Context: an optimization exercise on an open-source flow, tuned for small area. The choices shown serve that exercise and are no tape-out recipe.
Where RTL was checked, it was by simulation tests only, not by an equivalence proof against the original.
Power figures rest on the tool's default switching activity, not on a simulated workload.

Setup of v6:
==> flow/design.v <==
module Demosaic_getBayer (
	input  wire       PCLK,
	input  wire       RSTN,
	input  wire       VSYNC,
	input  wire       HSYNC,
	input  wire [7:0] BAYERDATA,
	output wire       CAL_EN,
	output wire [7:0] O_DATA );
reg [8:0] j;
reg [1:0] st;
reg [7:0] o_data;
assign CAL_EN = &st;
assign O_DATA = o_data;
always @(posedge PCLK or negedge RSTN) begin
	if (!RSTN) begin
		o_data <= 0;
		j <= 0;
		st <= 0;
	end
	else if (VSYNC && HSYNC) begin
		o_data <= BAYERDATA;
		j <= j + 1'b1;
		if ((&j) && !(&st))
			st <= st + 1'b1;
	end
	else if (!VSYNC) begin
		j <= 0;
		st <= 0;
	end
	else begin
		o_data <= 0;
	end
end
endmodule
module Demosaic_pre_G_RB (
	input  wire       INCLK,
	input  wire       RSTN,
	input  wire       DATA_EN,
	input  wire       HSYNC,
	input  wire [7:0] DATA1,
	input  wire [7:0] DATA2,
	input  wire [7:0] DATA3,
	input  wire [7:0] DATA4,
	input  wire [7:0] DATA5,
	output wire [8:0] DV,
	output wire [5:0] E2Q,
	output wire [6:0] GS,
	output wire [7:0] HA,
	output wire [7:0] HB,
	output wire [7:0] HC,
	output wire [6:0] H7,
	output wire [7:0] MID,
	output wire       O_EN );
wire en = DATA_EN & HSYNC;
reg [9:0] cntCol;
reg [9:0] cntLine;
reg o_en;
assign O_EN = o_en;
wire c1   = (cntCol == 10'd1);
wire c2   = (cntCol == 10'd2);
wire c3   = (cntCol == 10'd3);
wire c0   = (cntCol == 10'd0);
wire c531 = (cntCol == 10'd531);
wire cend = (cntCol == 10'd532);
always @(posedge INCLK or negedge RSTN) begin
	if (!RSTN) begin
		cntCol <= 0;
		cntLine <= 0;
		o_en <= 0;
	end
	else if (en) begin
		if (cend) begin
			cntCol <= 0;
			cntLine <= (cntLine == 10'd788) ? 10'd0 : cntLine + 1'b1;
			o_en <= 0;
		end
		else begin
			cntCol <= cntCol + 1'b1;
			if (c2) o_en <= 1;
		end
	end
end
wire l01  = (cntLine == 10'd0) || (cntLine == 10'd1);
wire l0   = (cntLine == 10'd0);
wire l787 = (cntLine == 10'd787);
wire l786 = (cntLine == 10'd786);
wire [7:0] s1 = l01 ? DATA5 : DATA1;
wire [7:0] s2 = l0 ? DATA4 : DATA2;
wire [7:0] s4 = l787 ? DATA2 : DATA4;
wire [7:0] s5 = (l787 || l786) ? DATA1 : DATA5;
wire [7:0] tuu = c2 ? DATA1 : s1;
wire [7:0] tup = c2 ? DATA2 : s2;
wire [7:0] tdn = (c1 || c2) ? s4 : DATA4;
wire [7:0] tdd = (c1 || c2) ? s5 : DATA5;
reg [7:0] uu2, up2, dn2, dd2;
reg [7:0] e1_1, e2_1, ud_1;
reg [6:0] gs_1;
reg [8:0] dv_0;
reg [5:0] e2q_0;
reg [6:0] gs_0;
reg [7:0] mid, right, rr;
reg [7:0] ha, hb, hc;
reg [6:0] h7;
wire [7:0] pm = (c2 || c531) ? right : rr;
wire [7:0] gsum = up2 + dn2;
wire [7:0] e2s = e1_1 + e2_1;
wire [7:0] hp = c2 ? mid : right;
wire [7:0] xn = absd(hp, DATA3);
wire [7:0] msum = mid + rr;
always @(posedge INCLK) begin
	if (!en) begin
		uu2 <= 0; up2 <= 0; dn2 <= 0; dd2 <= 0;
		e1_1 <= 0; e2_1 <= 0; ud_1 <= 0; gs_1 <= 0;
		dv_0 <= 0; e2q_0 <= 0; gs_0 <= 0;
		mid <= 0; right <= 0; rr <= 0;
		ha <= 0; hb <= 0; hc <= 0; h7 <= 0;
	end
	else begin
		uu2 <= tuu; up2 <= tup; dn2 <= tdn; dd2 <= tdd;
		e1_1 <= absd(pm, uu2);
		e2_1 <= absd(pm, dd2);
		ud_1 <= absd(up2, dn2);
		gs_1 <= gsum[7:1];
		dv_0 <= {1'b0, ud_1} + {1'b0, e2s};
		e2q_0 <= e2s[7:2];
		gs_0 <= gs_1;
		rr <= DATA3;
		if (c0) mid <= DATA3;
		else if (!(c1 || c2)) mid <= right;
		if (c1) right <= DATA3;
		else if (!c2) right <= rr;
		if (!cend) begin
			ha <= hc;
			hb <= c3 ? xn : ha;
			hc <= xn;
			h7 <= msum[7:1];
		end
	end
end
assign DV = dv_0;
assign E2Q = e2q_0;
assign GS = gs_0;
assign HA = ha;
assign HB = hb;
assign HC = hc;
assign H7 = h7;
assign MID = mid;
function [7:0] absd;
	input [7:0] a;
	input [7:0] b;
	begin
		absd = (a > b) ? a - b : b - a;
	end
endfunction
endmodule
module Demosaic_calG_RB (
	input  wire        INCLK,
	input  wire        RSTN,
	input  wire        IN_EN,
	input  wire [8:0]  DV,
	input  wire [5:0]  E2Q,
	input  wire [6:0]  GS,
	input  wire [7:0]  HA,
	input  wire [7:0]  HB,
	input  wire [7:0]  HC,
	input  wire [6:0]  H7,
	input  wire [7:0]  MID,
	output wire        O_EN,
	output wire [23:0] O_DATA );
localparam is_B = 2'b00, is_G = 2'b01, is_R = 2'b10;
reg [1:0] BGR;
reg [8:0] cntCol;
reg [9:0] cntLine;
wire is_even = |cntLine;
reg [7:0] mid;
reg [7:0] G_temp;
reg G_Ostatus;
reg RGB1;
always @(posedge INCLK or negedge RSTN) begin
	if (!RSTN) begin
		BGR <= is_R;
		cntCol <= 0;
		cntLine <= 0;
		G_temp <= 0;
		G_Ostatus <= 0;
	end
	else if (IN_EN) begin
		case (BGR)
			is_R: begin
				G_Ostatus <= 0;
				BGR <= is_G;
			end
			is_B: begin
				G_Ostatus <= 0;
				BGR <= (&cntCol) ? is_R : is_G;
			end
			default: begin
				G_temp <= mid;
				G_Ostatus <= 1;
				BGR <= is_even ? is_B : is_R;
			end
		endcase
		cntCol <= cntCol + 1'b1;
		if (&cntCol)
			cntLine <= (cntLine == 10'd767) ? 10'd0 : cntLine + 1'b1;
	end
end
always @(posedge INCLK) begin
	if (IN_EN) begin
		mid <= MID;
		if (BGR == is_R) RGB1 <= 1'b1;
		else if (BGR == is_B) RGB1 <= 1'b0;
	end
end
wire [7:0] b2 = HB + HC;
wire [8:0] dH = {1'b0, HA} + {1'b0, b2};
wire hsel = dH > DV;
wire [5:0] opA = hsel ? E2Q : b2[7:2];
wire [6:0] opB = hsel ? H7 : GS;
reg [5:0] A1;
reg [6:0] B1;
reg [7:0] R2, R3, R4;
reg [7:0] G0, G1, G2, G3, Gd;
reg r1, r2, r3;
always @(posedge INCLK) begin
	A1 <= opA; B1 <= opB; R2 <= {2'b0, A1} + {1'b0, B1}; R3 <= R2; R4 <= R3;
	G0 <= G_temp; G1 <= G0; G2 <= G1; G3 <= G2; Gd <= G3;
	r1 <= RGB1; r2 <= r1; r3 <= r2;
end
reg l1, l2, l3, l4, o_en;
reg GO0, GO1, GO2, GO3;
reg m2, m0;
reg [7:0] lane1;
always @(posedge INCLK or negedge RSTN) begin
	if (!RSTN) begin
		l1 <= 0; l2 <= 0; l3 <= 0; l4 <= 0; o_en <= 0;
		GO0 <= 0; GO1 <= 0; GO2 <= 0; GO3 <= 0;
		m2 <= 0; m0 <= 0; lane1 <= 0;
	end
	else begin
		l1 <= IN_EN; l2 <= l1; l3 <= l2; l4 <= l3; o_en <= l4;
		GO0 <= G_Ostatus; GO1 <= GO0; GO2 <= GO1; GO3 <= GO2;
		m0 <= r3 & o_en;
		m2 <= o_en & !r3 & !GO3;
		lane1 <= (o_en & (r3 | !GO3)) ? R4 : (GO3 ? G3 : 8'd0);
	end
end
assign O_EN = o_en;
assign O_DATA = {Gd & {8{m2}}, lane1, Gd & {8{m0}}};
function [7:0] absd;
	input [7:0] a;
	input [7:0] b;
	begin
		absd = (a > b) ? a - b : b - a;
	end
endfunction
endmodule
module demosaic_g_rb_top (
	input  wire        clk,
	input  wire        rstn,
	input  wire        vsync,
	input  wire        hsync,
	input  wire [7:0]  bayer_data,
	output wire [7:0]  lb_wdata,
	input  wire [7:0]  lb_tap1,
	input  wire [7:0]  lb_tap2,
	input  wire [7:0]  lb_tap3,
	input  wire [7:0]  lb_tap4,
	input  wire [7:0]  lb_tap5,
	output wire        o_en,
	output wire [23:0] o_data
);
wire cal_en;
wire pre_en;
wire [8:0] dv;
wire [5:0] e2q;
wire [6:0] gs;
wire [7:0] ha, hb, hc, mid;
wire [6:0] h7;
Demosaic_getBayer getBayer (
	.PCLK(clk), .RSTN(rstn), .VSYNC(vsync), .HSYNC(hsync),
	.BAYERDATA(bayer_data), .CAL_EN(cal_en), .O_DATA(lb_wdata));
Demosaic_pre_G_RB pre (
	.INCLK(clk), .RSTN(rstn), .DATA_EN(cal_en), .HSYNC(hsync),
	.DATA1(lb_tap1), .DATA2(lb_tap2), .DATA3(lb_tap3), .DATA4(lb_tap4), .DATA5(lb_tap5),
	.DV(dv), .E2Q(e2q), .GS(gs),
	.HA(ha), .HB(hb), .HC(hc), .H7(h7), .MID(mid),
	.O_EN(pre_en));
Demosaic_calG_RB calG (
	.INCLK(clk), .RSTN(rstn), .IN_EN(pre_en),
	.DV(dv), .E2Q(e2q), .GS(gs),
	.HA(ha), .HB(hb), .HC(hc), .H7(h7), .MID(mid),
	.O_EN(o_en), .O_DATA(o_data));
endmodule
make LEC_CHECK=0 CAP_MARGIN=20 CORE_MARGIN=2 CORE_UTILIZATION=40 PLACE_DENSITY=0.6 SLEW_MARGIN=20 finish   # period 4.5 ns
run.sh (not shown) runs the stock make flow with config.mk's settings and CLKGATE_MAP_FILE= SYNTH_SCRIPT=/design/flow/synth_recipe.tcl, a recipe that flattens the netlist after the stock synthesis.
#### Input delta (v7 over v6)
--- a/flow/design.v
+++ b/flow/design.v
@@ -246,15 +246,8 @@
 	end
 end
 assign O_EN = o_en;
 assign O_DATA = {Gd & {8{m2}}, lane1, Gd & {8{m0}}};
-function [7:0] absd;
-	input [7:0] a;
-	input [7:0] b;
-	begin
-		absd = (a > b) ? a - b : b - a;
-	end
-endfunction
 endmodule
 module demosaic_g_rb_top (
 	input  wire        clk,
 	input  wire        rstn,
--- outcome ---
v6 and v7 ended up with roughly the same clock transition at the register clock pins on the worst setup and hold paths after CTS.
Between v7 and v6, the maximum single-stage delay on the critical path does not differ in any meaningful way.
Compared with v6, in v7 logic gate share of total power roughly the same, count of fill cells added during filler insertion roughly the same.
Comparing v6 against v7, there is no change at all in logic depth of the worst register-to-register path.
For v6, only the layout was checked, not whether the RTL still works.

[afterwards: timing with drivers on the ports]
How much do the figures lean on ideal ports? The routed layouts below were timed once more, with nothing changed but the port constraints. Step 1 sets driving cells, clkbuf_16 on the clock port and buf_2 on the other inputs (assumed; they add their load-dependent delay and slew). Step 2 also shifts input and output timing later by t, the mid clock arrival at the registers, as if the neighbouring blocks saw the same clock. Slacks: ideal ports / drivers / drivers and shift; pairs: ideal ports / drivers.
run | shift t [ns] | slack for setup (ns) | hold WS [ns] | worst setup path at the end | slew at the worst register clock pin (ns)
v6 | 0.579 | 0.468 / 0.468 / 0.468 | 0.321 / 0.321 / 0.321 | register to register | 0.06 / 0.06
v7 | 0.579 | 0.468 / 0.468 / 0.468 | 0.321 / 0.321 / 0.321 | register to register | 0.06 / 0.06
After both steps every run listed still meets setup and hold.
